Context: an optimization exercise on an open-source flow, tuned for small area, a short achievable clock period and few clock cycles per item. The choices shown serve that exercise and are no tape-out recipe.
In this exercise RTL edits were held to simulation tests only and were not proved equivalent to the original.
Power is estimated from default activity; no workload was simulated.

$ cat flow/config.mk
export PLATFORM = sky130hd
export DESIGN_NAME = JAM
export DESIGN_NICKNAME = JAM
export VERILOG_FILES = /design/flow/design.v
export SDC_FILE = /design/flow/constraint.sdc
export NUM_CORES = 4
export LEC_CHECK = 0
export ABC_AREA = 1
export CAP_MARGIN = 20
export CORE_MARGIN = 2
export CORE_UTILIZATION = 40
export CTS_BUF_LIST = sky130_fd_sc_hd__clkbuf_4
export CTS_CLUSTER_SIZE = 20
export SETUP_SLACK_MARGIN = 5
export SLEW_MARGIN = 20
$ cat flow/constraint.sdc
create_clock -name core_clock -period 10.0 [get_ports {CLK}]
set_input_delay 2.0000 -clock core_clock [delete_from_list [all_inputs] [get_ports {CLK}]]
set_output_delay 2.0000 -clock core_clock [all_outputs]
set_load 0.01 [all_outputs]
$ cat flow/design.v
module JAM (
input              CLK,
input              RST,
output logic [2:0] W,
output logic [2:0] J,
input        [6:0] Cost,
output logic [3:0] MatchCount,
output logic [8:0] MinCost,
output logic       Valid
);
localparam logic [1:0] PRE  = 2'd0,
                       DFS  = 2'd1,
                       DONE = 2'd2;
logic [1:0] ph;
logic [7:0] c;            
logic       srch;
assign srch = (ph == DFS);
logic [6:0] u  [0:7];     
logic [6:0] v  [0:7];     
logic [7:0] Z  [0:7];     
logic [3:0] S  [0:7];     
logic [2:0] perm [0:7];   
logic [7:0] rm;           
logic [6:0] dl [0:7];     
logic [6:0] m;            
logic [6:0] xr;           
logic [6:0] Cost_r;
logic [5:0] a1, a3, a4;   
assign a4 = a1 - 6'd9;
assign a3 = {a1[5:3] - 3'd1, a1[2:0]};
logic p1, p3, p4;
assign p1 = (c >= 8'd2)  && (c <= 8'd65);
assign p3 = (c >= 8'd10) && (c <= 8'd73);
assign p4 = (c >= 8'd11) && (c <= 8'd74);
logic [2:0] L;            
logic       iv;           
logic [7:0] mask;         
logic [7:0] rmask;        
logic [2:0] col [0:6];    
logic [8:0] D   [0:7];    
logic [5:0] minEx;        
logic       found;
logic [3:0] cnt;
logic       ev;
logic [2:0] ew, ej;
logic [7:0] em, erm;
logic [2:0] eW;
logic [9:0] E;            
logic [6:0] LBp, LBq;     
logic       espec;        
logic [2:0] aJ;           
logic       aiv;          
logic       apop;         
function automatic logic [2:0] ffs8(input logic [7:0] x);
    logic [2:0] r;
    r = 3'd0;
    for (int k = 7; k >= 0; k--)
        if (x[k]) r = k;
    ffs8 = r;
endfunction
function automatic logic [7:0] above(input logic [2:0] p);
    above = ~((8'd2 << p) - 8'd1);
endfunction
function automatic logic [7:0] low1(input logic [7:0] x);
    low1 = x & ~(x - 8'd1);
endfunction
function automatic logic [3:0] sat4(input logic [6:0] x);
    sat4 = (x > 7'd15) ? 4'd15 : x[3:0];
endfunction
function automatic logic [3:0] pop8(input logic [7:0] x);
    logic [3:0] r;
    r = 4'd0;
    for (int k = 0; k < 8; k++)
        r = r + {3'd0, x[k]};
    pop8 = r;
endfunction
logic [2:0] ui, vj;
logic [6:0] u_s, v_s;
assign u_s = u[ui];
assign v_s = v[vj];
logic [2:0] kz [0:7];
logic [3:0] kk [0:7];
always_comb
    for (int i = 0; i < 8; i++)
        kk[i] = rm[i] ? {1'b0, kz[i]} : 4'd15;
logic [3:0] k01, k23, k45, k67, k03, k47;
logic [2:0] i01, i23, i45, i67, i03, i47, ipick;
assign {k01, i01} = (kk[1] < kk[0]) ? {kk[1], 3'd1} : {kk[0], 3'd0};
assign {k23, i23} = (kk[3] < kk[2]) ? {kk[3], 3'd3} : {kk[2], 3'd2};
assign {k45, i45} = (kk[5] < kk[4]) ? {kk[5], 3'd5} : {kk[4], 3'd4};
assign {k67, i67} = (kk[7] < kk[6]) ? {kk[7], 3'd7} : {kk[6], 3'd6};
assign {k03, i03} = (k23 < k01) ? {k23, i23} : {k01, i01};
assign {k47, i47} = (k67 < k45) ? {k67, i67} : {k45, i45};
assign ipick      = (k47 < k03) ? i47 : i03;
logic [7:0] mc, ra;
assign mc = mask | (8'd1 << J);
assign ra = ~(rmask | (8'd1 << W));    
logic [3:0] gr [0:7];                 
always_comb
    for (int i = 0; i < 8; i++)
        gr[i] = (ra[i] && ((Z[i] & ~mc) == 8'd0)) ? S[i] : 4'd0;
logic       fwd;
logic [8:0] Dw, Dw_r;
assign fwd = srch && ev && espec && L == ew + 3'd1;
assign Dw  = fwd ? Dw_r : D[L];
logic [9:0] E_iss;
logic [6:0] LBp_iss, LBq_iss;
function automatic logic [13:0] csa(input logic [6:0] a, input logic [6:0] b, input logic [6:0] c);
    csa = {a ^ b ^ c, 7'(((a & b) | (a & c) | (b & c)) << 1)};
endfunction
logic [6:0] g7 [0:7];
logic [6:0] s1, c1, s2, c2, s3, c3, s4, c4, s5, c5;
always_comb begin
    for (int i = 0; i < 8; i++)
        g7[i] = {3'd0, gr[i]};
    {s1, c1} = csa(g7[0], g7[1], g7[2]);
    {s2, c2} = csa(g7[3], g7[4], g7[5]);
    {s3, c3} = csa(s1, c1, s2);
    {s4, c4} = csa(c2, g7[6], g7[7]);
    {s5, c5} = csa(s3, c3, s4);
    {LBp_iss, LBq_iss} = csa(s5, c5, c4);
end
assign E_iss = {1'b0, Dw} + {3'd0, u_s} + {3'd0, v_s};
logic       skipw;
logic [7:0] okw;
assign skipw = ({5'd0, S[W]} > Dw);
assign okw   = skipw ? Z[W] : 8'hff;
logic [7:0] sib_v, skipped;
assign sib_v   = ~mask & above(J) & okw;
assign skipped = ~mask & above(J) & ~okw;
logic [2:0] pc, Lp;
logic [7:0] pmask, pop_v;
assign Lp    = L - 3'd1;
assign pc    = fwd ? ej : col[Lp];
assign pmask = mask & ~(8'd1 << pc);
assign pop_v = ~mask & above(pc);
logic [10:0] Tr, ex_e;
logic [6:0] LBr;
assign LBr = LBp + LBq;    
assign Tr = {1'b0, E} - {4'd0, LBr};
logic pass_e;
assign pass_e = !Tr[10] && ({3'd0, Cost} <= Tr[9:0]);
assign ex_e = {4'd0, Cost} - Tr;
logic [9:0] Dn;
assign Dn = E - {3'd0, Cost};
logic [7:0] emd;
assign emd = em | (8'd1 << ej);
logic e_desc, e_leaf, e_rest;
assign e_desc = srch && ev && pass_e && !espec && ew != 3'd7;
assign e_leaf = srch && ev && pass_e && ew == 3'd7;
assign e_rest = srch && ev && !pass_e && espec;
logic       sq;            
assign sq = e_desc || e_rest;
logic [2:0] ewp, pcw, pWe;
assign ewp = ew - 3'd1;
assign pcw = col[ewp];
assign pWe = perm[ewp];
logic [6:0] mn;
assign mn = (a1[2:0] == 3'd0 || Cost_r < m) ? Cost_r : m;
logic lt, eq;
assign lt = (xr < u_s);
assign eq = (xr == u_s);
logic [5:0] ex_ev, exr, ex_s, exs, ex_min;
assign ex_ev = (srch && ev && !ex_e[10] && ex_e != 11'd0) ? ((ex_e[9:6] != 4'd0) ? 6'h3f : ex_e[5:0]) : 6'h3f;
assign ex_s  = (srch && iv && !sq && skipped != 8'd0) ? 6'({5'd0, S[W]} - Dw) : 6'h3f;
always_comb begin
    ex_min = minEx;
    if (exr < ex_min) ex_min = exr;
    if (exs < ex_min) ex_min = exs;
end
logic pre_last, pass_end, fin, acc;
assign pre_last = (ph == PRE) && (c == 8'd77);
assign pass_end = srch && !iv && !ev && L == 3'd0;
assign fin      = pass_end && found;
logic pe;                  
assign acc      = (ph == PRE) && ((c >= 8'd10 && c <= 8'd66 && c[2:0] == 3'd2) ||
                                  (c >= 8'd67 && c <= 8'd74));
logic step_sib, step_pop;
assign step_sib = iv && sib_v != 8'd0;
assign step_pop = !step_sib && L != 3'd0;
logic cur_zero, spec;
assign cur_zero = Z[W][J];
assign spec     = srch && iv && cur_zero && L != 3'd7;    
logic [2:0] L_nx, J_nx, W_nx;
logic [7:0] mask_nx, rmask_nx;
logic       iv_nx;
logic [2:0] J_alt;
logic       iv_alt, pop_alt;
always_comb begin
    J_alt   = J;
    iv_alt  = 1'b0;
    pop_alt = 1'b0;
    if (step_sib) begin
        J_alt   = ffs8(sib_v);
        iv_alt  = 1'b1;
    end else if (step_pop) begin
        J_alt   = ffs8(pop_v);
        iv_alt  = (pop_v != 8'd0);
        pop_alt = 1'b1;
    end
end
always_comb begin
    L_nx     = L;
    J_nx     = J;
    W_nx     = W;
    mask_nx  = mask;
    rmask_nx = rmask;
    iv_nx    = iv;
    if (ph == PRE) begin
        if (pre_last) begin
            L_nx     = 3'd0;
            J_nx     = 3'd0;
            W_nx     = perm[0];
            mask_nx  = 8'd0;
            rmask_nx = 8'd0;
            iv_nx    = 1'b1;
        end else begin
            W_nx = 3'(c + 8'd1);
            J_nx = 3'((c + 8'd1) >> 3);
        end
    end else if (srch) begin
        if (e_desc) begin
            L_nx     = ew + 3'd1;
            W_nx     = perm[ew + 3'd1];
            J_nx     = ffs8(~emd);
            mask_nx  = emd;
            rmask_nx = erm | (8'd1 << eW);
            iv_nx    = 1'b1;
        end else if (e_rest) begin
            J_nx   = aJ;
            iv_nx  = aiv;
            if (apop) begin
                L_nx     = ewp;
                W_nx     = pWe;
                mask_nx  = em & ~(8'd1 << pcw);
                rmask_nx = erm & ~(8'd1 << pWe);
            end else begin
                L_nx     = ew;
                W_nx     = eW;
                mask_nx  = em;
                rmask_nx = erm;
            end
        end else if (spec) begin
            L_nx     = L + 3'd1;
            W_nx     = perm[L + 3'd1];
            J_nx     = ffs8(~mc);
            mask_nx  = mc;
            rmask_nx = rmask | (8'd1 << W);
        end else if (step_sib) begin
            J_nx   = J_alt;
        end else if (step_pop) begin
            L_nx     = Lp;
            W_nx     = perm[Lp];
            J_nx     = J_alt;
            mask_nx  = pmask;
            rmask_nx = rmask & ~(8'd1 << perm[Lp]);
            iv_nx    = iv_alt;
        end else if (iv || ev) begin
            iv_nx = 1'b0;    
        end else if (!found && pe) begin
            J_nx     = 3'd0;
            W_nx     = perm[0];
            mask_nx  = 8'd0;
            rmask_nx = 8'd0;
            iv_nx    = 1'b1;
        end
    end
end
always_ff @(posedge CLK) begin
    ui     <= (ph == PRE && !pre_last) ? a3[2:0] : W_nx;
    vj     <= (ph == PRE && !pre_last) ? 3'((a3 + 6'd1) >> 3) : J_nx;
    Cost_r <= Cost;
    for (int i = 0; i < 8; i++)
        kz[i] <= (Z[i] == 8'hff) ? 3'd7 : 3'(pop8(Z[i]));
end
always_ff @(posedge CLK or posedge RST) begin
    if (RST) begin
        ph      <= PRE;
        c       <= 8'd0;
        a1      <= 6'd62;
        pe      <= 1'b0;
        L       <= 3'd0;
        W       <= 3'd0;
        J       <= 3'd0;
        iv      <= 1'b0;
        ev      <= 1'b0;
        mask    <= 8'd0;
        rmask   <= 8'd0;
        minEx   <= 6'h3f;
        exr     <= 6'h3f;
        exs     <= 6'h3f;
        found   <= 1'b0;
        cnt     <= 4'd0;
        MinCost <= 9'd0;
    end else begin
        L <= L_nx;
        W <= W_nx;
        J <= J_nx;
        if (c != 8'd84) begin
            c  <= c + 8'd1;
            a1 <= a1 + 6'd1;
        end
        if (acc || fin)
            MinCost <= MinCost + ((ph == PRE) ? {2'd0, (c <= 8'd66) ? m : (lt ? xr : u_s)} : D[0]);
        mask  <= mask_nx;
        rmask <= rmask_nx;
        iv    <= iv_nx;
        case (ph)
        PRE: begin
            if (pre_last)
                ph <= DFS;
        end
        DFS: begin
            pe    <= pass_end && !pe;
            minEx <= (pass_end && pe && !found) ? 6'h3f : ex_min;
            exr   <= ex_ev;
            exs   <= ex_s;
            if (e_leaf) begin
                found <= 1'b1;
                cnt   <= cnt + 4'd1;
            end
            ev <= !sq && iv;
            if (fin)
                ph <= DONE;
        end
        default: ;
        endcase
    end
end
always_ff @(posedge CLK) begin
    ew  <= L;
    ej  <= J;
    eW  <= W;
    em  <= mask;
    erm <= rmask;
    E   <= E_iss;
    LBp <= LBp_iss;
    LBq <= LBq_iss;
    espec <= spec;
    aJ    <= J_alt;
    aiv   <= iv_alt;
    apop  <= pop_alt;
    m <= mn;
    if (p1 && a1[2:0] == 3'd7)
        v[a1[5:3]] <= mn;
    for (int k = 7; k > 0; k--) dl[k] <= dl[k-1];
    dl[0] <= Cost_r;
    xr <= dl[7] - v_s;
    if (p4) begin
        if (a4[5:3] == 3'd0 || lt) begin
            u[a4[2:0]] <= xr;
            S[a4[2:0]] <= (a4[5:3] == 3'd0) ? 4'd15 : sat4(u_s - xr);
            Z[a4[2:0]] <= 8'd1 << a4[5:3];
        end else if (eq) begin
            Z[a4[2:0]][a4[5:3]] <= 1'b1;
        end else if (sat4(xr - u_s) < S[a4[2:0]]) begin
            S[a4[2:0]] <= sat4(xr - u_s);
        end
    end
    if (c == 8'd75)
        rm <= 8'hff;
    if (c >= 8'd76 && c <= 8'd83) begin
        perm[c[2:0] - 3'd4] <= ipick;
        rm[ipick]           <= 1'b0;
    end
    if (pre_last)
        D[0] <= 9'd0;
    else if (pass_end && pe && !fin)
        D[0] <= D[0] + {3'd0, minEx};
    if (srch && ev) begin
        if (ew != 3'd7)
            col[ew] <= ej;
        if (ew != 3'd7)
            D[ew + 3'd1] <= Dn[8:0];
    end
    Dw_r <= Dw;
end
assign Valid = (ph == DONE);
assign MatchCount = cnt;
endmodule
$ cat flow/run.sh
#!/bin/bash
# synth_recipe.tcl (not shown) runs the flow's synth.tcl, then flattens the netlist and writes it again
# the make line also repeats each setting of config.mk as NAME=value (left out here)
make -C /OpenROAD-flow-scripts/flow DESIGN_CONFIG=/design/flow/config.mk WORK_HOME=/design/flow/orfs CLKGATE_MAP_FILE= SYNTH_SCRIPT=/design/flow/synth_recipe.tcl finish
==> out/metrics.csv, run 1 <==
stage,metric,value,unit
final_layout,final_nets,3923,
critical_path,start_kind,flip-flop,
final_layout,syn2layout_area_growth,12.45,%
synth,ys_ff_latch,576,
place,place_area,32970,sq um
synth,post-synth-top-area-cell,edfxtp_1,
critical_path,worstSetupEndpointType,flip-flop,
drt,drtAntennaViolNets,0,
synth,ys_warn_count,6,
critical_path,arrival,5.75,ns
synth,synth_area,31720,sq um
place,port_buffers,28,
power,power.switching,1809,uW
clock_tree,clkSlewWorstSetupHoldPaths,0.07,ns
hold_path,hold_class,flip-flop to flip-flop,
power,power,5884,uW
drt,drc_errors,0,
sta,slew_viol_final,0,
synth,synth-edff-count,325,
die,die_h,285.6,um
synth,synthTopCellsByCount,"595 x nand2_1, 494 x inv_1, 438 x nor2_1",
final_layout,drive_above_1_share,0.1175,
critical_path,cp_max_fo,9,
drt,viasPerCell,5.334,
synth,ys_types,67,
synth,synth-seq-area-share,0.4790,
synth,synth-main-ff-cell,edfxtp_1,
global_route,grt_pass1_wl,142100,um
critical_path,path_common_cell,fa_1,
die,num_rows,103,
clock_tree,cts_buffers,153,
place,place_hpwl,66920,um
power,ir_drop,0.09555,mV
global_route,grt_max_degree,67,
drt,wl_per_cell,19.30,um
sta,period_needed,4.871,ns
clock_tree,root_buffer,clkbuf_4,
sta,relSlewSlack,0.2661,
sta,fin_crit_sh,0.4871,
synth,synth_top_area_share,0.3077,
sta,fin_skew,0.09094,ns
place,dp.cells,4544,
drt,drt-initial-drc-count,2795,
critical_path,cpPeakStageDelay,0.57,ns
final_layout,utilization,0.4529,
power,power_frac_comb,0.176,
die,start_util,0.4028,
global_route,grt_overflow,0,
clock_tree,h-tree-depth,4,
clock_tree,cts_tree,yes,
die,die_area,81560,sq um
synth,syn_nets,3805,
drt,vias,25860,
synth,async_flop_share,0.1319,
die,core_area,78740,sq um
synth,synth.most_common_cell,nand2_1,
power,power_frac_clock,0.356,
status,status,"complete, no violations",
sta,setup_viol,0,
drt,dr.pass1.iters,6,
clock_tree,clock_latency,1.03,ns
sta,rsz0062_at_grt,yes,
synth,netlist_instances,3556,
power,cellLeakagePower,0.01518,uW
place,gp_congestion,0.9664,
power,powerDensity,165.0,nW/um^2
power,swShare,0.3074,
final_layout,n_fill_cell,7691,
clock_tree,cts_buffer_depth,3,
synth,synth_area_per_cell,8.919,sq um
die,boundaryPins,29,
power,p_int,4075,uW
synth,synth_area_leaders,"edfxtp_1 31%, dfxtp_1 11%, nand2_1 7.0%",
die,die_w,285.6,um
final_layout,final_cells,4848,
critical_path,slowest_stage,fa_1,
global_route,grt_pass1_vias,24330,
clock_tree,ctsHoldBuffers,0,
critical_path,worstPathCellList,inv_1 -> nor2_1 -> nand2_1 -> nand2_1 -> clkinv_1 -> a221oi_1 -> o2111ai_1 -> nor2_1 -> fa_1 -> fa_1 -> inv_1 -> fa_1 -> inv_1 -> fa_1,
final_layout,fin_area,35660,sq um
critical_path,cp_data_required_time,10.88,ns
sta,hold_violations,0,
job,drv_cap,0,
sta,fmax,205.3,MHz
clock_tree,cts.sinks,576,
sta,fin_tns_setup,0,ns
global_route,antenna_found_initial,2,
sta,worstMarginPinSlew,1.089,ns
power,seqPwrFrac,0.467,
global_route,grt_usage,0.2253,
critical_path,path_class,flip-flop to flip-flop,
drt,wl,93580,um
-- layout by cell type, fill, tap and decap left out, types with 41 or more instances in the layout --
cell type | synthesis | final
dfxtp_1 | 175 | 173
nand2_1 | 595 | 591
clkbuf_4 | 0 | 223
o22ai_1 | 54 | 54
dfrtp_1 | 53 | 51
a21oi_1 | 140 | 137
inv_1 | 494 | 487
nand3_1 | 171 | 171
xor2_1 | 55 | 55
nor2_1 | 438 | 419
fa_1 | 72 | 72
ha_1 | 168 | 163
o211ai_1 | 42 | 42
o21ai_0 | 288 | 268
clkinv_1 | 8 | 41
edfxtp_1 | 325 | 325
-- worst max-delay path, delay by kind of cell, from the launching register on --
| kind | cells | cell delay, ns |
|---|---|---|
| AOI/OAI and AO/OA | 2 | 0.84 |
| DFF | 1 | 0.52 |
| and+or+nand+nor | 4 | 0.75 |
| buffers and inverters | 4 | 0.54 |
| adders and majority gates | 4 | 2.11 |
-- stage by stage --
step	worst slack [ns]	hold slack, ns
after global placement	3.453	0.3100
after CTS	4.988	0.3155
after global routing	4.843	0.3257
after detailed placement	3.330	0.3121
after floorplan	5.141	0.3096
final	5.129	0.3183
-- logic make-up after synthesis --
kind of cell,synth area share
AOI/OAI and AO/OA,0.1292
adders and majority gates,0.1117
DFF,0.4790
buffers and inverters,0.07712
xor gates and xnor gates,0.02209
muxes,0.002012
and+or+nand+nor,0.1788
-- what timing repair did --
item | 4_1_cts | 5_1_grt
endpoints found under the setup margin | 234 | 178
cloned | 2 | 3
pin swaps | 4 | 12
resized for setup | 48 | 75
setup buffers | 4 | 15
-- power groups by stage --
stage / clock network (uW) / registers [uW] / logic [uW]
after global routing: 2280 / 2760 / 1150
after global placement: 0 / 2800 / 912
after floorplan: 0 / 2760 / 658
after detailed placement: 0 / 2800 / 921
after CTS: 2150 / 2750 / 949
final: 2100 / 2750 / 1040
-- final timing paths --
path | start | endpoint | slack (ns) | cells after the start
max in group asynchronous | RST | J[1]$_DFF_PP0_ | 7.40 | 3
min in group asynchronous | RST | cnt[3]$_DFFE_PP0P_ | 1.30 | 2
worst max-delay path | J[1]$_DFF_PP0_ | LBp[1]$_DFF_P_ | 5.13 | 14
worst max register to register | J[1]$_DFF_PP0_ | LBp[1]$_DFF_P_ | 5.13 | 14
worst min-delay path | dl[2][1]$_DFF_P_ | dl[3][1]$_DFF_P_ | 0.32 | 0
worst min register to register | dl[2][1]$_DFF_P_ | dl[3][1]$_DFF_P_ | 0.32 | 0
-- final cells by class --
cell class	count	area [sq um]	share of cell area
sequential	576	15200	0.4262
multi-input combinational	2355	14470	0.4057
inverter	514	1964	0.05508
clock buffer	223	1674	0.04694
tap	1050	1314	0.03684
timing repair buffer	73	724.4	0.02031
clock inverter	53	304.0	0.008525
antenna	3	7.507	0.0002105
timing repair inverter	1	5.005	0.0001403
-- sequential cells by signal (all words and copies together), names as in the netlist, 8 cells and up, named ones only --
register,count
MinCost,9
erm,8
Dw_r,9
kz,24
Z,64
dl,56
D,72
col,21
E,10
perm,24
em,8
S,32
v,56
mask,8
u,56
rm,8
rmask,8
c,8
-- per-layer routing --
metal  GRT usage  share of wire  vias up
li1            -              -    12300
met1      0.3121           0.44    12210
met2      0.3469           0.44     1141
met3     0.04561          0.079      210
met4     0.08809          0.035        0
met5           0              0        -
Testbench counts, summed over its fixed seeds: cycles 4,803, jobs 24.
==> run 2, diff against run 1 <==
--- a/flow/config.mk
+++ b/flow/config.mk
@@ -9,7 +9,8 @@
 export CAP_MARGIN = 20
 export CORE_MARGIN = 2
 export CORE_UTILIZATION = 40
-export CTS_BUF_LIST = sky130_fd_sc_hd__clkbuf_4
-export CTS_CLUSTER_SIZE = 20
+export CTS_BUF_LIST = sky130_fd_sc_hd__clkbuf_16
+export CTS_CLUSTER_DIAMETER = 60
+export CTS_CLUSTER_SIZE = 32
 export SETUP_SLACK_MARGIN = 5
 export SLEW_MARGIN = 20
==> out/metrics.csv, run 2 <==
stage,metric,value,unit,change
status,status,"complete, no violations",,
global_route,grt_max_degree,67,,unchanged
global_route,grt_usage,0.2190,,-0.006367
die,core_area,78740,sq um,unchanged
critical_path,path_class,flip-flop to flip-flop,,
drt,wl_met1,41210,um,-0.40%
drt,drtAntennaViolNets,0,,unchanged
die,start_util,0.4028,,unchanged
die,boundaryPins,29,,unchanged
sta,worstMarginPinSlew,1.126,ns,+0.03668 ns
synth,synth.most_common_cell,nand2_1,,
critical_path,r2r-end,LBp[1]$_DFF_P_,,
sta,fin_skew,0.02899,ns,-0.06195 ns
sta,slew_viol_final,0,,unchanged
global_route,antenna_found_initial,0,,-2
hold_path,hold_start,dl[1][2]$_DFF_P_,,
sta,rsz0062_at_grt,yes,,
critical_path,r2r_slack,5.11,ns,-0.02 ns
critical_path,cpPeakStageDelay,0.57,ns,about the same
drt,wl_per_cell,19.77,um,+2.4%
drt,viasPerCell,5.413,,+1.5%
drt,met3_length,6797,um,-8.0%
global_route,grt_pass1_vias,23440,,-3.6%
clock_tree,cts_buffer_depth,3,,unchanged
synth,synth_area,31720,sq um,unchanged
drt,top_layer,met4,,
synth,syn_nets,3805,,unchanged
synth,ys_types,67,,unchanged
place,port_buffers,28,,unchanged
sta,whs,0.3147,ns,-0.003677 ns
final_layout,final_cell_mix,"591 x nand2_1, 489 x inv_1, 413 x nor2_1",,
critical_path,cp_data_required_time,10.49,ns,-0.39 ns
synth,synth-main-ff-cell,edfxtp_1,,
final_layout,regMostFlops,D,,
place,gp_congestion,0.9664,,unchanged
clock_tree,h-tree-depth,2,,-2
place,place_hpwl,66920,um,unchanged
sta,fmax,204.4,MHz,-0.43%
final_layout,final_nets,3817,,-2.7%
critical_path,cp_max_fo,9,,unchanged
drt,drt-initial-drc-count,2814,,+0.68%
critical_path,rr_worst_depth,14,,unchanged
critical_path,slowest_stage,fa_1,,
synth,synth_area_leaders,"edfxtp_1 31%, dfxtp_1 11%, nand2_1 7.0%",,
drt,dr.pass1.iters,6,,unchanged
critical_path,timing.rr.start,J[1]$_DFF_PP0_,,
synth,synth-edff-count,325,,unchanged
sta,relSlewSlack,0.2414,,-0.02471
critical_path,worstPathCellList,inv_1 -> nor2_1 -> nand2_1 -> nand2_1 -> clkinv_1 -> a221oi_1 -> o2111ai_1 -> nor2_1 -> fa_1 -> fa_1 -> inv_1 -> fa_1 -> inv_1 -> fa_1,,
critical_path,path_delay_family,adder cells,,
final_layout,drive_above_1_share,0.08287,,-0.03465
die,die_h,285.6,um,unchanged
critical_path,start_kind,flip-flop,,
drt,drc_errors,0,,unchanged
sta,fin_tns_setup,0,ns,unchanged
critical_path,arrival,5.38,ns,-0.37 ns
global_route,grt_pass1_wl,139300,um,-2.0%
drt,wl_met2,41120,um,-1.1%
synth,synth-seq-area-share,0.4790,,unchanged
die,die_area,81560,sq um,unchanged
sta,fin_crit_sh,0.4892,,+0.002099
clock_tree,cts.sinks,576,,unchanged
synth,async_flop_share,0.1319,,unchanged
die,num_rows,103,,unchanged
synth,netlist_instances,3556,,unchanged
clock_tree,cts_tree,yes,,
final_layout,final_common_cell,nand2_1,,
synth,ys_warn_count,6,,unchanged
drt,vias,25220,,-2.5%
clock_tree,cts_buffers,48,,-69%
hold_path,hold_end,dl[2][2]$_DFF_P_,,
clock_tree,ctsHoldBuffers,0,,unchanged
critical_path,path_common_cell,fa_1,,
sta,setup_viol,0,,unchanged
hold_path,min_path_cells,0,,unchanged
synth,synthTopCellsByCount,"595 x nand2_1, 494 x inv_1, 438 x nor2_1",,
die,die_w,285.6,um,unchanged
clock_tree,clock_latency,0.64,ns,-0.39 ns
power,cellLeakagePower,0.01490,uW,-1.8%
final_layout,syn2layout_area_growth,11.94,%,
power,powerDensity,167.2,nW/um^2,+1.4%
hold_path,hold_class,flip-flop to flip-flop,,
synth,post-synth-top-area-cell,edfxtp_1,,
synth,ys_ff_latch,576,,unchanged
critical_path,worstSetupEndpointType,flip-flop,,
drt,wl,92090,um,-1.6%
final_layout,largest_reg_flops,72,,unchanged
global_route,grt_overflow,0,,unchanged
sta,hold_violations,0,,unchanged
clock_tree,root_buffer,clkbuf_16,,
job,drv_cap,0,,unchanged
sta,period_needed,4.892,ns,+0.02099 ns
synth,synth_top_area_share,0.3077,,unchanged
clock_tree,clkSlewWorstSetupHoldPaths,0.08,ns,about the same
synth,synth_area_per_cell,8.919,sq um,unchanged
power,ir_drop,0.1485,mV,+55%
critical_path,cp_num_buf_inv,4,,unchanged
run 2: cell types whose count changed in the layout (fill, tap and decap cells not counted), sizes merged, moves of 2 or more:
cell	before	now
clkinv	51	19
diode	3	1
clkinvlp	4	6
clkbuf	225	52
bufinv	0	5
inv	513	525
run 2: what timing repair did:
action / in CTS / in global routing
endpoints found under the setup margin: 238 / 172
gates resized for setup: 52 / 79
pin swaps: 3 / 13
gates cloned: 2 / 3
buffers inserted: 3 / 16
run 2: metal layers:
layer | vias up | GRT usage
met1 | 11970 | 0.3128
met5 | - | 0
met4 | 0 | 0.06545
met2 | 1078 | 0.3463
li1 | 11970 | -
met3 | 194 | 0.02974
run 2: power breakdown:
part / total, uW / leakage (uW) / internal [uW] / switching [uW]
Clock: 2170 / 0.000894 / 1120 / 1050
Sequential: 2740 / 0.00497 / 2640 / 104
Combinational: 1020 / 0.00904 / 372 / 649
Total: 5940 / 0.0149 / 4130 / 1810
run 2: final cells by class:
type	count	area (sq um)
timing repair inverter	1	5.005
timing repair buffer	72	705.7
tap	1050	1314
antenna	1	2.502
multi-input combinational	2355	14460
inverter	514	1964
fill	7585	43240
sequential	576	15210
clock inverter	40	596.8
clock buffer	50	1251
run 2: cells by family (layout without fill, tap and decap cells):
| logic type | Yosys count | count (layout) | share of synthesized area |
|---|---|---|---|
| AO/OA/AOI/OAI | 693 | 693 | 0.1292 |
| XOR/XNOR | 77 | 77 | 0.02209 |
| adder cells (fa/ha/maj) | 240 | 240 | 0.1117 |
| buffers and inverters | 627 | 677 | 0.07712 |
| flip-flops | 576 | 576 | 0.4790 |
| multiplexers | 6 | 6 | 0.002012 |
| other | 0 | 1 | 0 |
| AND/OR/NAND/NOR | 1337 | 1339 | 0.1788 |
run 2: worst max path at each step:
| stage | from | endpoint | cells past startpoint |
|---|---|---|---|
| finish | J[1]$_DFF_PP0_ | LBp[1]$_DFF_P_ | 14 |
| global route | flip-flop | MinCost[8]$_DFFE_PP0P_ | 30 |
| CTS | flip-flop | S[3][1]$_DFFE_PP_ | 27 |
| detailed placement | ew[0]$_DFF_P_ | rmask[7]$_DFFE_PP0P_ | 29 |
| global placement | ew[0]$_DFF_P_ | mask[4]$_DFFE_PP0P_ | 29 |
| floorplan | flip-flop | MinCost[8]$_DFFE_PP0P_ | 30 |
run 2: stage by stage:
| stage | cell area [sq um] | cells | power, uW | utilization | setup WS [ns] |
|---|---|---|---|---|---|
| after floorplan | 31720 | 3556 | 3415 | - | 5.141 |
| after global placement | 32970 | 4544 | 3709 | 0.4187 | 3.453 |
| after detailed placement | 32970 | 4544 | 3721 | 0.4187 | 3.330 |
| after CTS | 35040 | 4639 | 5896 | 0.4451 | 5.025 |
| after global routing | 35500 | 4658 | 6184 | 0.4508 | 4.879 |
| final | 35500 | 4659 | 5937 | 0.4509 | 5.108 |
==> run 3, diff against run 2 <==
--- a/flow/config.mk
+++ b/flow/config.mk
@@ -10,7 +10,8 @@
 export CORE_MARGIN = 2
 export CORE_UTILIZATION = 40
 export CTS_BUF_LIST = sky130_fd_sc_hd__clkbuf_16
-export CTS_CLUSTER_DIAMETER = 60
-export CTS_CLUSTER_SIZE = 32
+export CTS_CLUSTER_DIAMETER = 100
+export CTS_CLUSTER_SIZE = 30
 export SETUP_SLACK_MARGIN = 5
 export SLEW_MARGIN = 20
+export TNS_END_PERCENT = 0
==> out/metrics.csv, run 3 <==
stage,metric,value,unit,change
status,status,"complete, no violations",,
drt,wl_met1,41170,um,about the same
power,ir_drop,0.1191,mV,-20%
drt,drt-initial-drc-count,2681,,-4.7%
final_layout,final_common_cell,nand2_1,,
die,start_util,0.4028,,unchanged
synth,ys_warn_count,6,,unchanged
synth,ys_ff_latch,576,,unchanged
hold_path,hold_class,flip-flop to flip-flop,,
place,dp.cells,4544,,unchanged
sta,setup_viol,0,,unchanged
clock_tree,root_buffer,clkbuf_16,,
synth,synth-edff-count,325,,unchanged
synth,netlist_instances,3556,,unchanged
global_route,grt_pass1_vias,22940,,-2.1%
sta,fmax,200.5,MHz,-1.9%
critical_path,path_class,flip-flop to flip-flop,,
synth,synth-main-ff-cell,edfxtp_1,,
sta,relSlewSlack,0.2698,,+0.02835
die,core_area,78740,sq um,unchanged
sta,fin_tns_setup,0,ns,unchanged
die,num_rows,103,,unchanged
clock_tree,clkSlewWorstSetupHoldPaths,0.11,ns,+0.03 ns
final_layout,syn2layout_area_growth,9.065,%,
critical_path,cp_max_fo,8,,-1
synth,synth_area_per_cell,8.919,sq um,unchanged
clock_tree,cts_buffer_depth,3,,unchanged
drt,vias,24970,,-1.0%
power,cellLeakagePower,0.01451,uW,-2.6%
final_layout,final_cell_mix,"591 x nand2_1, 495 x inv_1, 423 x nor2_1",,
drt,viasPerCell,5.403,,-0.18%
drt,wl_met2,41270,um,+0.37%
critical_path,worstSetupEndpointType,flip-flop,,
clock_tree,cts.sinks,576,,unchanged
final_layout,final_cells,4621,,-0.82%
drt,wl,91240,um,-0.93%
synth,synth.most_common_cell,nand2_1,,
sta,fin_crit_sh,0.4988,,+0.009551
die,die_w,285.6,um,unchanged
critical_path,start_kind,flip-flop,,
synth,async_flop_share,0.1319,,unchanged
global_route,grt_max_degree,67,,unchanged
global_route,antenna_found_initial,0,,unchanged
sta,slew_viol_final,0,,unchanged
die,boundaryPins,29,,unchanged
synth,syn_nets,3805,,unchanged
sta,worstMarginPinSlew,1.094,ns,-0.03181 ns
power,powerDensity,150.2,nW/um^2,-10%
clock_tree,ctsHoldBuffers,0,,unchanged
critical_path,arrival,5.46,ns,+0.08 ns
drt,drc_errors,0,,unchanged
global_route,grt_overflow,0,,unchanged
synth,post-synth-top-area-cell,edfxtp_1,,
global_route,grt_pass1_wl,137600,um,-1.2%
final_layout,regMostFlops,D,,
clock_tree,cts_tree,yes,,
job,drv_cap,0,,unchanged
clock_tree,h-tree-depth,1,,-1
sta,period_needed,4.988,ns,+0.09551 ns
global_route,grt_usage,0.2153,,-0.003640
final_layout,largest_reg_flops,72,,unchanged
synth,synth_area,31720,sq um,unchanged
final_layout,final_nets,3797,,-0.52%
place,place_hpwl,66920,um,unchanged
die,die_area,81560,sq um,unchanged
drt,dr.pass1.iters,6,,unchanged
sta,hold_violations,0,,unchanged
clock_tree,cts_buffers,29,,-40%
clock_tree,clock_latency,0.63,ns,about the same
sta,fin_skew,0.03800,ns,+0.009007 ns
synth,synthTopCellsByCount,"595 x nand2_1, 494 x inv_1, 438 x nor2_1",,
drt,top_layer,met4,,
die,die_h,285.6,um,unchanged
synth,synth_area_leaders,"edfxtp_1 31%, dfxtp_1 11%, nand2_1 7.0%",,
final_layout,n_fill_cell,7687,,+1.3%
drt,drtAntennaViolNets,0,,unchanged
final_layout,drive_above_1_share,0.06695,,-0.01592
drt,wl_per_cell,19.75,um,-0.11%
synth,ys_types,67,,unchanged
synth,synth-seq-area-share,0.4790,,unchanged
place,port_buffers,28,,unchanged
synth,synth_top_area_share,0.3077,,unchanged
sta,rsz0062_at_grt,yes,,
critical_path,cp_data_required_time,10.47,ns,-0.02 ns
drt,met3_length,6330,um,-6.9%
place,gp_congestion,0.9664,,unchanged
[run 3: changes by cell type in the layout (fill, tap and decap cells not counted), moves of 2 or more]
cell / before / now
clkinv_8: 9 / 4
nor2_2: 18 / 8
clkinv_16: 0 / 2
nor2_1: 413 / 423
ha_1: 163 / 165
inv_8: 3 / 1
inv_12: 6 / 2
inv_16: 6 / 3
bufinv_16: 5 / 0
clkinvlp_4: 4 / 2
clkinv_2: 3 / 1
ha_2: 3 / 1
clkbuf_16: 52 / 31
inv_1: 489 / 495
[run 3: path summary, 6_finish.rpt]
check / from / endpoint / slack [ns] / depth (start not counted)
hold / removal: dl[4][5]$_DFF_P_ / dl[5][5]$_DFF_P_ / 0.31 / 0
hold reg to reg: dl[4][5]$_DFF_P_ / dl[5][5]$_DFF_P_ / 0.31 / 0
setup reg to reg: J[0]$_DFF_PP0_ / LBp[1]$_DFF_P_ / 5.01 / 15
min in group asynchronous: RST / cnt[0]$_DFFE_PP0P_ / 1.70 / 2
setup / recovery: J[0]$_DFF_PP0_ / LBp[1]$_DFF_P_ / 5.01 / 15
max in group asynchronous: RST / W[0]$_DFF_PP0_ / 7.04 / 3
[run 3: timing repair]
action / 4_1_cts / 5_1_grt
hold endpoints to repair: 0 / 0
setup endpoints to repair: 219 / 178
pin swaps: 2 / 10
cloned: 1 / 4
resized for setup: 31 / 80
buffers inserted: 3 / 15
[run 3: layout make-up]
cell class                      count  area [sq um]  area share
Antenna cell                        1         2.502  0.00007234
Clock buffer                       29         725.7     0.02098
Clock inverter                     24         272.8    0.007885
Inverter                          514          1964     0.05679
Multi-Input combinational cell   2355         14410      0.4165
Sequential cell                   576         15200      0.4395
Tap cell                         1050          1314     0.03798
Timing Repair Buffer               71         695.7     0.02011
Timing Repair inverter              1         5.005   0.0001447
[run 3: where the power goes]
group,switching (uW),internal [uW]
sequential,104,2640
clock,854,580
combinational,646,370
total,1600,3590
[run 3: worst max-delay path, stage by stage, from the launching register on]
cell	delay, ns
dfrtp_1	0.57
nor2_1	0.28
inv_1	0.08
nor2_1	0.13
nor2_1	0.16
inv_2	0.28
o22ai_1	0.11
a221oi_1	0.36
o2111ai_1	0.38
nor2_1	0.26
fa_1	0.45
fa_1	0.57
inv_1	0.06
fa_1	0.53
inv_1	0.06
fa_1	0.53
[run 3: kinds of logic after synthesis]
group	after synthesis	synth area share
xor+xnor	77	0.02209
simple gates	1337	0.1788
buf+inv	627	0.07712
compound gates	693	0.1292
fa+ha+maj	240	0.1117
mux	6	0.002012
flops	576	0.4790
[run 3: layer usage]
layer	track usage	vias to the layer above
li1	-	11920
met1	0.3134	11930
met2	0.3445	988
met3	0.02424	138
met4	0.04935	0
met5	0	-
[run 3: metrics by stage]
step           worst slack, ns  utilization  instance area, sq um  hold WS (ns)  power (uW)
2_1_floorplan            5.141            -                 31720        0.3096        3415
3_3_place_gp             3.453       0.4187                 32970        0.3100        3709
3_5_place_dp             3.330       0.4187                 32970        0.3121        3721
4_1_cts                  4.801       0.4331                 34110        0.3164        5148
5_1_grt                  4.865       0.4393                 34590        0.3141        5433
6_report                 5.012       0.4393                 34590        0.3148        5195
==> run 4, diff against run 3 <==
--- a/flow/config.mk
+++ b/flow/config.mk
@@ -14,4 +14,4 @@
 export CTS_CLUSTER_SIZE = 30
 export SETUP_SLACK_MARGIN = 5
 export SLEW_MARGIN = 20
-export TNS_END_PERCENT = 0
+export TNS_END_PERCENT = 20
==> out/metrics.csv, run 4 <==
stage,metric,value,unit,change
status,status,"complete, no violations",,
drt,dr.pass1.iters,8,,+2
drt,wl,91260,um,about the same
final_layout,syn2layout_area_growth,9.160,%,about the same
drt,vias,24870,,-0.38%
final_layout,utilization,0.4397,,about the same
die,core_area,78740,sq um,unchanged
synth,synth-main-ff-cell,edfxtp_1,,
synth,netlist_instances,3556,,unchanged
synth,synth_area_per_cell,8.919,sq um,unchanged
clock_tree,cts_buffer_depth,3,,unchanged
final_layout,antenna_cells,0,,-1
drt,wl_met1,41480,um,+0.74%
final_layout,final_cell_mix,"591 x nand2_1, 493 x inv_1, 423 x nor2_1",,
sta,rsz0062_at_grt,yes,,
clock_tree,cts_tree,yes,,
global_route,grt_pass1_vias,23030,,+0.41%
final_layout,largest_reg_flops,72,,unchanged
sta,fin_tns_setup,0,ns,unchanged
final_layout,regMostFlops,D,,
synth,ys_ff_latch,576,,unchanged
drt,met3_length,6096,um,-3.7%
die,num_rows,103,,unchanged
global_route,grt_usage,0.2163,,+0.0009513
synth,async_flop_share,0.1319,,unchanged
sta,fin_skew,0.03431,ns,-0.003694 ns
drt,drc_errors,0,,unchanged
die,die_h,285.6,um,unchanged
clock_tree,clock_latency,0.62,ns,about the same
critical_path,path_class,flip-flop to flip-flop,,
sta,fin_crit_sh,0.4959,,-0.002890
critical_path,r2r_slack,5.04,ns,+0.03 ns
place,place_hpwl,66920,um,unchanged
final_layout,fin_area,34620,sq um,about the same
drt,top_layer,met4,,
die,die_w,285.6,um,unchanged
sta,period_needed,4.959,ns,-0.02890 ns
die,start_util,0.4028,,unchanged
drt,wl_met2,41230,um,-0.12%
clock_tree,cts.sinks,576,,unchanged
sta,setup_viol,0,,unchanged
job,drv_cap,0,,unchanged
sta,relSlewSlack,0.2653,,-0.004489
power,ir_drop,0.1190,mV,about the same
final_layout,drive_above_1_share,0.06837,,+0.001420
synth,syn_nets,3805,,unchanged
synth,synth.most_common_cell,nand2_1,,
power,cellLeakagePower,0.01451,uW,about the same
sta,fmax,201.7,MHz,+0.58%
critical_path,r2r-end,LBp[1]$_DFF_P_,,
clock_tree,h-tree-depth,1,,unchanged
synth,synth_area,31720,sq um,unchanged
drt,drtAntennaViolNets,0,,unchanged
critical_path,critPathCapture,LBp[1]$_DFF_P_,,
place,gp_congestion,0.9664,,unchanged
power,powerDensity,150.2,nW/um^2,about the same
clock_tree,clkSlewWorstSetupHoldPaths,0.11,ns,about the same
critical_path,arrival,5.43,ns,-0.03 ns
die,boundaryPins,29,,unchanged
critical_path,cp_max_fo,8,,unchanged
synth,synth_top_area_share,0.3077,,unchanged
final_layout,n_fill_cell,7673,,-0.18%
synth,synth_area_leaders,"edfxtp_1 31%, dfxtp_1 11%, nand2_1 7.0%",,
drt,viasPerCell,5.385,,-0.34%
synth,ys_types,67,,unchanged
global_route,antenna_found_initial,0,,unchanged
final_layout,final_cells,4619,,-0.043%
power,power,5202,uW,+0.14%
critical_path,crit_path_start,J[0]$_DFF_PP0_,,
sta,slew_viol_final,0,,unchanged
global_route,grt_max_degree,67,,unchanged
critical_path,rr_worst_depth,14,,-1
drt,wl_per_cell,19.76,um,about the same
global_route,grt_overflow,0,,unchanged
critical_path,worstSetupEndpointType,flip-flop,,
critical_path,timing.rr.start,J[0]$_DFF_PP0_,,
sta,worstMarginPinSlew,1.101,ns,+0.006726 ns
clock_tree,cts_buffers,29,,unchanged
synth,synthTopCellsByCount,"595 x nand2_1, 494 x inv_1, 438 x nor2_1",,
sta,hold_violations,0,,unchanged
clock_tree,root_buffer,clkbuf_16,,
hold_path,hold_class,flip-flop to flip-flop,,
critical_path,cp_data_required_time,10.47,ns,about the same
synth,synth-edff-count,325,,unchanged
synth,ys_warn_count,6,,unchanged
drt,drt-initial-drc-count,2788,,+4.0%
final_layout,final_nets,3796,,-0.026%
place,port_buffers,28,,unchanged
global_route,grt_pass1_wl,138200,um,+0.39%
synth,post-synth-top-area-cell,edfxtp_1,,
critical_path,start_kind,flip-flop,,
place,dp.cells,4544,,unchanged
final_layout,final_common_cell,nand2_1,,
place,place_area,32970,sq um,unchanged
synth,synth-seq-area-share,0.4790,,unchanged
die,die_area,81560,sq um,unchanged
## run 4: worst min path at each step
stage	startpoint	to	depth (start not counted)
final	dl[4][5]$_DFF_P_	dl[5][5]$_DFF_P_	0
after floorplan	dl[0][0]$_DFF_P_	dl[1][0]$_DFF_P_	0
after detailed placement	dl[2][0]$_DFF_P_	dl[3][0]$_DFF_P_	0
after global routing	dl[4][5]$_DFF_P_	dl[5][5]$_DFF_P_	0
after global placement	dl[2][2]$_DFF_P_	dl[3][2]$_DFF_P_	0
after CTS	dl[4][5]$_DFF_P_	dl[5][5]$_DFF_P_	0
## run 4: cell families (layout without fill, tap and decap cells)
| kind of cell | Yosys count | count (layout) | share of synthesized area |
|---|---|---|---|
| and+or+nand+nor | 1337 | 1339 | 0.1788 |
| muxes | 6 | 6 | 0.002012 |
| xor gates and xnor gates | 77 | 77 | 0.02209 |
| adders and majority gates | 240 | 240 | 0.1117 |
| buffers and inverters | 627 | 638 | 0.07712 |
| DFF | 576 | 576 | 0.4790 |
| AOI/OAI and AO/OA | 693 | 693 | 0.1292 |
## run 4: per-stage QoR
| stage | hold WS (ns) | setup slack, ns |
|---|---|---|
| after global routing | 0.3141 | 4.866 |
| after detailed placement | 0.3121 | 3.330 |
| final | 0.3151 | 5.041 |
| after floorplan | 0.3096 | 5.141 |
| after CTS | 0.3164 | 4.962 |
| after global placement | 0.3100 | 3.453 |
## run 4: repair_timing
action                                  in CTS  in global routing
endpoints found under the setup margin     219                172
buffers inserted                             3                 14
pin swaps                                    3                  8
resized for setup                           47                 73
hold buffers                                 0                  0
gates cloned                                 2                  3
## run 4: worst max-delay path, stage by stage (launching register included)
cell	delay, ns
dfrtp_1	0.65
inv_1	0.12
nor2_1	0.20
nand2_1	0.11
nand2_1	0.19
inv_1	0.22
a221oi_1	0.46
o2111ai_1	0.37
nor2_1	0.26
fa_1	0.45
fa_1	0.57
inv_1	0.06
fa_1	0.53
inv_1	0.06
fa_1	0.54
## run 4: layer usage
layer,track usage,vias up
met4,0.05026,0
met1,0.3143,11890
met2,0.3459,916
met3,0.02488,146
met5,0,-
li1,-,11920
## run 4: cell type report
| type | instances | area (sq um) | share of cell area |
|---|---|---|---|
| clock inverters | 24 | 272.8 | 0.007878 |
| inverters | 514 | 1964 | 0.05674 |
| well taps | 1050 | 1314 | 0.03795 |
| repair buffers | 70 | 708.2 | 0.02045 |
| flip-flops and latches | 576 | 15210 | 0.4392 |
| multi-input cells | 2355 | 14430 | 0.4167 |
| repair inverters | 1 | 5.005 | 0.0001446 |
| clock buffers | 29 | 725.7 | 0.02096 |
## run 4: power breakdown
| part | internal (uW) | leakage (uW) | switching [uW] | total, uW |
|---|---|---|---|---|
| registers | 2640 | 0.00497 | 106 | 2750 |
| logic | 372 | 0.00904 | 649 | 1020 |
| clock network | 580 | 0.000506 | 856 | 1440 |
==> run 5, diff against run 4 <==
--- a/flow/config.mk
+++ b/flow/config.mk
@@ -14,4 +14,3 @@
 export CTS_CLUSTER_SIZE = 30
 export SETUP_SLACK_MARGIN = 5
 export SLEW_MARGIN = 20
-export TNS_END_PERCENT = 20
==> out/metrics.csv, run 5 <==
stage,metric,value,unit,change
status,status,"complete, no violations",,
power,power_frac_clock,0.276,,about the same
synth,synth_area_per_cell,8.919,sq um,unchanged
sta,fin_crit_sh,0.4809,,-0.01499
global_route,grt_max_degree,67,,unchanged
drt,wl_met2,41280,um,+0.14%
critical_path,worstSetupEndpointType,flip-flop,,
drt,dr.pass1.iters,8,,unchanged
synth,synth-seq-area-share,0.4790,,unchanged
final_layout,multiInputGateArea,14460,sq um,+0.23%
place,gp_congestion,0.9664,,unchanged
clock_tree,cts_tree,yes,,
die,start_util,0.4028,,unchanged
drt,vias,24880,,+0.032%
power,power_frac_comb,0.196,,about the same
synth,post-synth-top-area-cell,edfxtp_1,,
power,powerDensity,150.0,nW/um^2,-0.13%
drt,top_layer,met4,,
critical_path,slowest_stage,fa_1,,
power,ir_drop,0.1193,mV,+0.20%
clock_tree,cts_buffer_depth,3,,unchanged
die,die_h,285.6,um,unchanged
global_route,grt_overflow,0,,unchanged
critical_path,cpPeakStageDelay,0.57,ns,-0.08 ns
hold_path,hold_start,dl[4][5]$_DFF_P_,,
clock_tree,clkSlewWorstSetupHoldPaths,0.11,ns,about the same
power,power.switching,1610,uW,about the same
power,seqPwrFrac,0.528,,about the same
global_route,grt_usage,0.2163,,unchanged
critical_path,start_kind,flip-flop,,
critical_path,cp_data_required_time,10.47,ns,about the same
global_route,grt_pass1_vias,23030,,unchanged
clock_tree,clock_latency,0.63,ns,about the same
critical_path,cp_max_fo,9,,+1
synth,synthTopCellsByCount,"595 x nand2_1, 494 x inv_1, 438 x nor2_1",,
drt,drtAntennaViolNets,0,,unchanged
place,place_hpwl,66920,um,unchanged
final_layout,final_cells,4620,,+0.022%
global_route,antenna_found_initial,0,,unchanged
synth,ys_warn_count,6,,unchanged
drt,drt-initial-drc-count,2767,,-0.75%
clock_tree,cts.sinks,576,,unchanged
clock_tree,h-tree-depth,1,,unchanged
power,swShare,0.3096,,about the same
place,dp.cells,4544,,unchanged
job,drv_cap,0,,unchanged
drt,drc_errors,0,,unchanged
final_layout,final_cell_mix,"591 x nand2_1, 493 x inv_1, 420 x nor2_1",,
final_layout,antenna_cells,0,,unchanged
synth,synth.most_common_cell,nand2_1,,
critical_path,path_common_cell,fa_1,,
drt,viasPerCell,5.385,,about the same
sta,relSlewSlack,0.2752,,+0.009934
sta,worstMarginPinSlew,1.086,ns,-0.01488 ns
clock_tree,cts_buffers,29,,unchanged
hold_path,hold_class,flip-flop to flip-flop,,
sta,setup_viol,0,,unchanged
critical_path,timing.rr.start,J[1]$_DFF_PP0_,,
sta,whs,0.3149,ns,-0.0002040 ns
final_layout,utilization,0.4403,,+0.0005720
sta,slew_viol_final,0,,unchanged
clock_tree,root_buffer,clkbuf_16,,
global_route,grt_pass1_wl,138200,um,unchanged
synth,syn_nets,3805,,unchanged
die,num_rows,103,,unchanged
drt,wl,91170,um,-0.10%
sta,fmax,207.9,MHz,+3.1%
critical_path,arrival,5.28,ns,-0.15 ns
synth,netlist_instances,3556,,unchanged
die,die_area,81560,sq um,unchanged
sta,period_needed,4.809,ns,-0.1499 ns
synth,synth-edff-count,325,,unchanged
drt,wl_met1,41120,um,-0.86%
synth,ys_ff_latch,576,,unchanged
final_layout,regArea,15210,sq um,about the same
synth,async_flop_share,0.1319,,unchanged
synth,synth_area_leaders,"edfxtp_1 31%, dfxtp_1 11%, nand2_1 7.0%",,
power,cellLeakagePower,0.01452,uW,about the same
power,power,5202,uW,about the same
final_layout,final_nets,3797,,+0.026%
sta,fin_tns_setup,0,ns,unchanged
synth,synth_top_area_share,0.3077,,unchanged
sta,hold_violations,0,,unchanged
final_layout,n_fill_cell,7666,,-0.091%
die,die_w,285.6,um,unchanged
power,p_int,3592,uW,about the same
drt,wl_per_cell,19.73,um,-0.12%
final_layout,final_common_cell,nand2_1,,
sta,rsz0062_at_grt,yes,,
critical_path,path_class,flip-flop to flip-flop,,
synth,synth-main-ff-cell,edfxtp_1,,
synth,synth_area,31720,sq um,unchanged
die,core_area,78740,sq um,unchanged
critical_path,crit_path_start,J[1]$_DFF_PP0_,,
critical_path,worstPathCellList,inv_1 -> nor2_1 -> nand2_1 -> nand2_1 -> clkinvlp_4 -> a221oi_1 -> o2111ai_2 -> nor2_1 -> fa_1 -> fa_1 -> inv_1 -> fa_1 -> inv_1 -> fa_1,,
die,boundaryPins,29,,unchanged
drt,met3_length,6228,um,+2.2%
final_layout,syn2layout_area_growth,9.302,%,
final_layout,largest_reg_flops,72,,unchanged
final_layout,regMostFlops,D,,
place,port_buffers,28,,unchanged
synth,ys_types,67,,unchanged
sta,fin_skew,0.03249,ns,-0.001811 ns
final_layout,drive_above_1_share,0.07115,,+0.002782
## run 5: cell counts after synthesis
Identical to the previous run, type by type.
## run 5: area by class of cell
| type | count | share of cell area |
|---|---|---|
| clock buffers | 29 | 0.02093 |
| clock inverters | 24 | 0.007868 |
| multi-input cells | 2355 | 0.4171 |
| repair inverters | 1 | 0.0001444 |
| inverters | 514 | 0.05677 |
| flip-flops and latches | 576 | 0.4387 |
| repair buffers | 71 | 0.02064 |
| well taps | 1050 | 0.03790 |
## run 5: routing by layer
layer  global-route usage  vias to the layer above
met5                    0                        -
met4              0.05026                        0
met3              0.02488                      147
met2               0.3459                      918
met1               0.3143                    11900
li1                     -                    11920
## run 5: critical path: cells and delay by family, from the launching register on
kind,cells,cell delay [ns]
AND/OR/NAND/NOR,4,0.73
adder cells (fa/ha/maj),4,2.11
buffers and inverters,4,0.50
flip-flops,1,0.54
AO/OA/AOI/OAI,2,0.76
## run 5: stage by stage
step	area (sq um)	worst slack, ns
floorplan	31720	5.141
global placement	32970	3.453
detailed placement	32970	3.330
CTS	34180	4.962
global route	34670	4.873
finish	34670	5.191
## run 5: logic make-up after synthesis
kind of cell | synth area share
xor+xnor | 0.02209
simple gates | 0.1788
mux | 0.002012
flops | 0.4790
buf+inv | 0.07712
compound gates | 0.1292
fa+ha+maj | 0.1117
## run 5: power groups by stage
stage | registers (uW) | logic [uW] | clock network, uW
finish | 2750 | 1020 | 1440
global route | 2760 | 1140 | 1540
CTS | 2750 | 943 | 1460
detailed placement | 2800 | 921 | 0
global placement | 2800 | 912 | 0
floorplan | 2760 | 658 | 0
## run 5: final timing paths
path | endpoint | slack [ns] | depth (start not counted)
worst max register to register | LBp[1]$_DFF_P_ | 5.19 | 14
min in group asynchronous | cnt[3]$_DFFE_PP0P_ | 1.70 | 2
worst max-delay path | LBp[1]$_DFF_P_ | 5.19 | 14
worst min-delay path | dl[5][5]$_DFF_P_ | 0.31 | 0
max in group asynchronous | W[0]$_DFF_PP0_ | 7.03 | 3
worst min register to register | dl[5][5]$_DFF_P_ | 0.31 | 0
## run 5: timing repair
item / in CTS / in global routing
buffers inserted: 3 / 15
hold buffers: 0 / 0
setup endpoints to repair: 219 / 172
gates resized for setup: 47 / 82
gates cloned: 2 / 3
pin swaps: 3 / 10
==> run 6, diff against run 5 <==
--- a/flow/design.v
+++ b/flow/design.v
@@ -67,13 +67,6 @@
 function automatic logic [3:0] sat4(input logic [6:0] x);
     sat4 = (x > 7'd15) ? 4'd15 : x[3:0];
 endfunction
-function automatic logic [3:0] pop8(input logic [7:0] x);
-    logic [3:0] r;
-    r = 4'd0;
-    for (int k = 0; k < 8; k++)
-        r = r + {3'd0, x[k]};
-    pop8 = r;
-endfunction
 logic [2:0] ui, vj;
 logic [6:0] u_s, v_s;
 assign u_s = u[ui];
@@ -270,8 +263,6 @@
     ui     <= (ph == PRE && !pre_last) ? a3[2:0] : W_nx;
     vj     <= (ph == PRE && !pre_last) ? 3'((a3 + 6'd1) >> 3) : J_nx;
     Cost_r <= Cost;
-    for (int i = 0; i < 8; i++)
-        kz[i] <= (Z[i] == 8'hff) ? 3'd7 : 3'(pop8(Z[i]));
 end
 always_ff @(posedge CLK or posedge RST) begin
     if (RST) begin
@@ -351,8 +342,11 @@
             u[a4[2:0]] <= xr;
             S[a4[2:0]] <= (a4[5:3] == 3'd0) ? 4'd15 : sat4(u_s - xr);
             Z[a4[2:0]] <= 8'd1 << a4[5:3];
+            kz[a4[2:0]] <= 3'd1;
         end else if (eq) begin
             Z[a4[2:0]][a4[5:3]] <= 1'b1;
+            if (kz[a4[2:0]] != 3'd7)
+                kz[a4[2:0]] <= kz[a4[2:0]] + 3'd1;
         end else if (sat4(xr - u_s) < S[a4[2:0]]) begin
             S[a4[2:0]] <= sat4(xr - u_s);
         end
==> out/metrics.csv, run 6 <==
stage,metric,value,unit,change
hold_path,hold_class,flip-flop to flip-flop,,
global_route,antenna_found_initial,2,,+2
drt,wl,89900,um,-1.4%
critical_path,r2r_slack,5.18,ns,about the same
synth,ys_types,68,,+1.5%
final_layout,n_fill_cell,7309,,-4.7%
critical_path,timing.rr.start,J[0]$_DFF_PP0_,,
drt,dr.pass1.iters,5,,-3
final_layout,antenna_cells,0,,unchanged
drt,vias,24470,,-1.7%
synth,synth-edff-count,349,,+7.4%
drt,drtAntennaViolNets,0,,unchanged
clock_tree,root_buffer,clkbuf_16,,
final_layout,final_cell_mix,"620 x nand2_1, 475 x inv_1, 434 x nor2_1",,
global_route,grt_max_degree,66,,-1.5%
die,boundaryPins,29,,unchanged
final_layout,drive_above_1_share,0.07791,,+0.006759
synth,synth_area_per_cell,8.830,sq um,-1.0%
sta,fin_skew,0.04408,ns,+0.01158 ns
power,powerDensity,157.8,nW/um^2,+5.2%
global_route,grt_usage,0.2218,,+0.005493
critical_path,cp_max_fo,7,,-2
clock_tree,cts_buffer_depth,3,,unchanged
place,place_hpwl,65980,um,-1.4%
synth,synthMuxAreaShare,0.001751,,-0.0002606
final_layout,final_cells,4547,,-1.6%
synth,synthTopCellsByCount,"630 x nand2_1, 478 x inv_1, 447 x nor2_1",,
power,power,5376,uW,+3.4%
die,die_area,79030,sq um,-3.1%
critical_path,worstSetupEndpointType,flip-flop,,
critical_path,r2r-end,LBp[1]$_DFF_P_,,
sta,hold_violations,0,,unchanged
synth,post-synth-top-area-cell,edfxtp_1,,
final_layout,largest_reg_flops,72,,unchanged
sta,worstMarginPinSlew,1.134,ns,+0.04813 ns
clock_tree,clock_latency,0.64,ns,about the same
sta,slew_viol_final,0,,unchanged
final_layout,syn2layout_area_growth,10.92,%,
die,num_rows,101,,-1.9%
clock_tree,cts.sinks,576,,unchanged
final_layout,final_common_cell,nand2_1,,
place,place_area,32020,sq um,-2.9%
synth,synth-seq-area-share,0.5024,,+0.02335
drt,drc_errors,0,,unchanged
drt,wl_per_cell,19.77,um,+0.19%
synth,synth_compound_area_frac,0.1373,,+0.008018
sta,fin_crit_sh,0.4821,,+0.001165
global_route,grt_overflow,0,,unchanged
synth,synth_top_area_share,0.3411,,+0.03344
drt,viasPerCell,5.380,,about the same
synth,syn_nets,3674,,-3.4%
critical_path,rr_worst_depth,16,,+2
clock_tree,cts_buffers,29,,unchanged
synth,synth-main-ff-cell,edfxtp_1,,
die,core_area,75950,sq um,-3.5%
global_route,grt_pass1_wl,136000,um,-1.5%
sta,fmax,207.4,MHz,-0.24%
power,ir_drop,0.1212,mV,+1.6%
synth,netlist_instances,3479,,-2.2%
synth,synth_area_leaders,"edfxtp_1 34%, dfxtp_1 9.8%, nand2_1 7.7%",,
critical_path,arrival,5.30,ns,+0.02 ns
synth,synth_fa_ha_area_frac,0.08553,,-0.02619
clock_tree,cts_tree,yes,,
job,drv_cap,0,,unchanged
die,die_h,281.1,um,-1.6%
clock_tree,ctsHoldBuffers,0,,unchanged
critical_path,start_kind,flip-flop,,
final_layout,regMostFlops,D,,
die,die_w,281.1,um,-1.6%
synth,synth_area,30720,sq um,-3.1%
sta,relSlewSlack,0.2420,,-0.03321
power,cellLeakagePower,0.01438,uW,-0.93%
critical_path,crit_path_start,J[0]$_DFF_PP0_,,
die,start_util,0.4045,,+0.001697
drt,drt-initial-drc-count,2431,,-12%
final_layout,fin_area,34070,sq um,-1.7%
synth,async_flop_share,0.1319,,unchanged
critical_path,path_class,flip-flop to flip-flop,,
place,dp.cells,4452,,-2.0%
clock_tree,h-tree-depth,1,,unchanged
place,gp_congestion,0.9387,,-2.9%
synth,synth.most_common_cell,nand2_1,,
sta,fin_tns_setup,0,ns,unchanged
clock_tree,clkSlewWorstSetupHoldPaths,0.11,ns,about the same
sta,setup_viol,0,,unchanged
place,port_buffers,28,,unchanged
status,status,"complete, no violations",,
synth,ys_warn_count,5,,-1
global_route,grt_pass1_vias,22790,,-1.0%
final_layout,final_nets,3690,,-2.8%
synth,ys_ff_latch,576,,unchanged
critical_path,cp_data_required_time,10.48,ns,about the same
sta,rsz0062_at_grt,yes,,
synth,synth-xor-area-share,0.01967,,-0.002420
sta,period_needed,4.821,ns,+0.01165 ns
synth,synth_top_family_by_area,simple AND/OR/NAND/NOR gates,,
synth,synthSimpleGateAreaFrac,0.1771,,-0.001698
critical_path,critPathCapture,LBp[1]$_DFF_P_,,
## run 6: cell types whose count changed after synthesis, moves of 11 or more
cell | previous run | this run
a21oi_1 | 140 | 162
a221oi_1 | 5 | 18
dfxtp_1 | 175 | 151
edfxtp_1 | 325 | 349
fa_1 | 72 | 40
ha_1 | 168 | 146
inv_1 | 494 | 478
nand2_1 | 595 | 630
nand3_1 | 171 | 147
nand4_1 | 29 | 18
o211ai_1 | 42 | 26
o21ai_1 | 23 | 12
## run 6: logic make-up after synthesis
logic type / count (synthesis)
compound gates: 709
xor+xnor: 69
fa+ha+maj: 186
buf+inv: 605
flops: 576
mux: 5
simple gates: 1329
## run 6: worst min path at each step
| stage | end | slack [ns] | cells after the start | startpoint |
|---|---|---|---|---|
| floorplan | dl[1][0]$_DFF_P_ | 0.31 | 0 | dl[0][0]$_DFF_P_ |
| global placement | dl[6][0]$_DFF_P_ | 0.31 | 0 | dl[5][0]$_DFF_P_ |
| detailed placement | dl[2][1]$_DFF_P_ | 0.31 | 0 | dl[1][1]$_DFF_P_ |
| CTS | dl[3][0]$_DFF_P_ | 0.33 | 0 | dl[2][0]$_DFF_P_ |
| global route | dl[7][2]$_DFF_P_ | 0.34 | 0 | dl[6][2]$_DFF_P_ |
| finish | dl[7][2]$_DFF_P_ | 0.33 | 0 | dl[6][2]$_DFF_P_ |
## run 6: final cells by class
cell class	instances	area (sq um)	share of cell area
inverters	493	1912	0.05611
clock inverters	22	280.3	0.008225
clock buffers	31	775.7	0.02277
repair inverters	1	5.005	0.0001469
repair buffers	89	869.6	0.02552
multi-input cells	2305	13490	0.3960
flip-flops and latches	576	15450	0.4534
well taps	1030	1289	0.03782
## run 6: critical path, stage by stage, from the launching register on
cell      delay (ns)
dfrtp_2         0.53
inv_1           0.14
nor2_2          0.25
nand2_1         0.13
nand2_1         0.24
inv_1           0.22
nand2_1         0.10
o21ai_0         0.07
a221oi_1        0.25
nand3_1         0.29
nor2_1          0.21
fa_1            0.48
fa_1            0.55
inv_1           0.06
fa_1            0.55
inv_1           0.06
fa_1            0.51
## run 6: per-stage QoR
step / utilization / worst slack (ns) / hold slack, ns
after global placement: 0.4216 / 3.611 / 0.3101
after detailed placement: 0.4216 / 3.468 / 0.3121
after global routing: 0.4486 / 4.935 / 0.3396
after CTS: 0.4383 / 4.929 / 0.3253
after floorplan: - / 5.032 / 0.3096
final: 0.4486 / 5.179 / 0.3282
## run 6: metal layers
| layer | GRT usage | part of all wire |
|---|---|---|
| met5 | 0 | 0 |
| met4 | 0.06472 | 0.031 |
| met3 | 0.02328 | 0.058 |
| met2 | 0.3619 | 0.46 |
| met1 | 0.3114 | 0.45 |
## run 6: where the power goes
part           switching [uW]  leakage [uW]  internal [uW]
sequential                118       0.00506           2660
clock                     875      0.000534            615
combinational             706       0.00879            404
## run 6: what timing repair did
item                       in CTS  in global routing
buffers inserted                3                 27
setup endpoints to repair     211                136
pin swaps                       2                 23
cloned                          1                 11
gates resized for setup        46                106
Testbench counts of run 6, summed over its fixed seeds: cycles 4,803, jobs 24.

==> afterwards: timing with drivers on the ports <==
The flow's constraints put no driver on any port. The routed layouts listed below were extracted and timed again, unchanged, in two steps. Step 1, drivers: a clkbuf_16 drives CLK and a buf_2 each remaining input, both assumed. Step 2 adds t to the input delays and takes it off the output delays; t is the mean of the earliest and latest rising clock arrival at the registers after step 1. Input paths then give back, and output paths get back, about the clock's delay inside the block. Three values: ideal ports, drivers, drivers and shift; two values: the first two.
run	t (ns)	setup slack, ns	worst data-port slew with drivers (ns)
run 1	1.047	5.129 / 5.129 / 4.511	0.03
run 2	0.691	5.108 / 5.108 / 4.735	0.03
run 3	0.676	5.012 / 5.012 / 4.581	0.03
run 4	0.678	5.041 / 5.041 / 4.741	0.03
run 5	0.678	5.191 / 5.191 / 4.735	0.03
run 6	0.687	5.179 / 5.179 / 4.590	0.04
After both steps setup and hold are still met in every run listed. The setup slack of run 1, which loses most, moves by 0.000 ns with the drivers and by -0.618 ns with both steps.
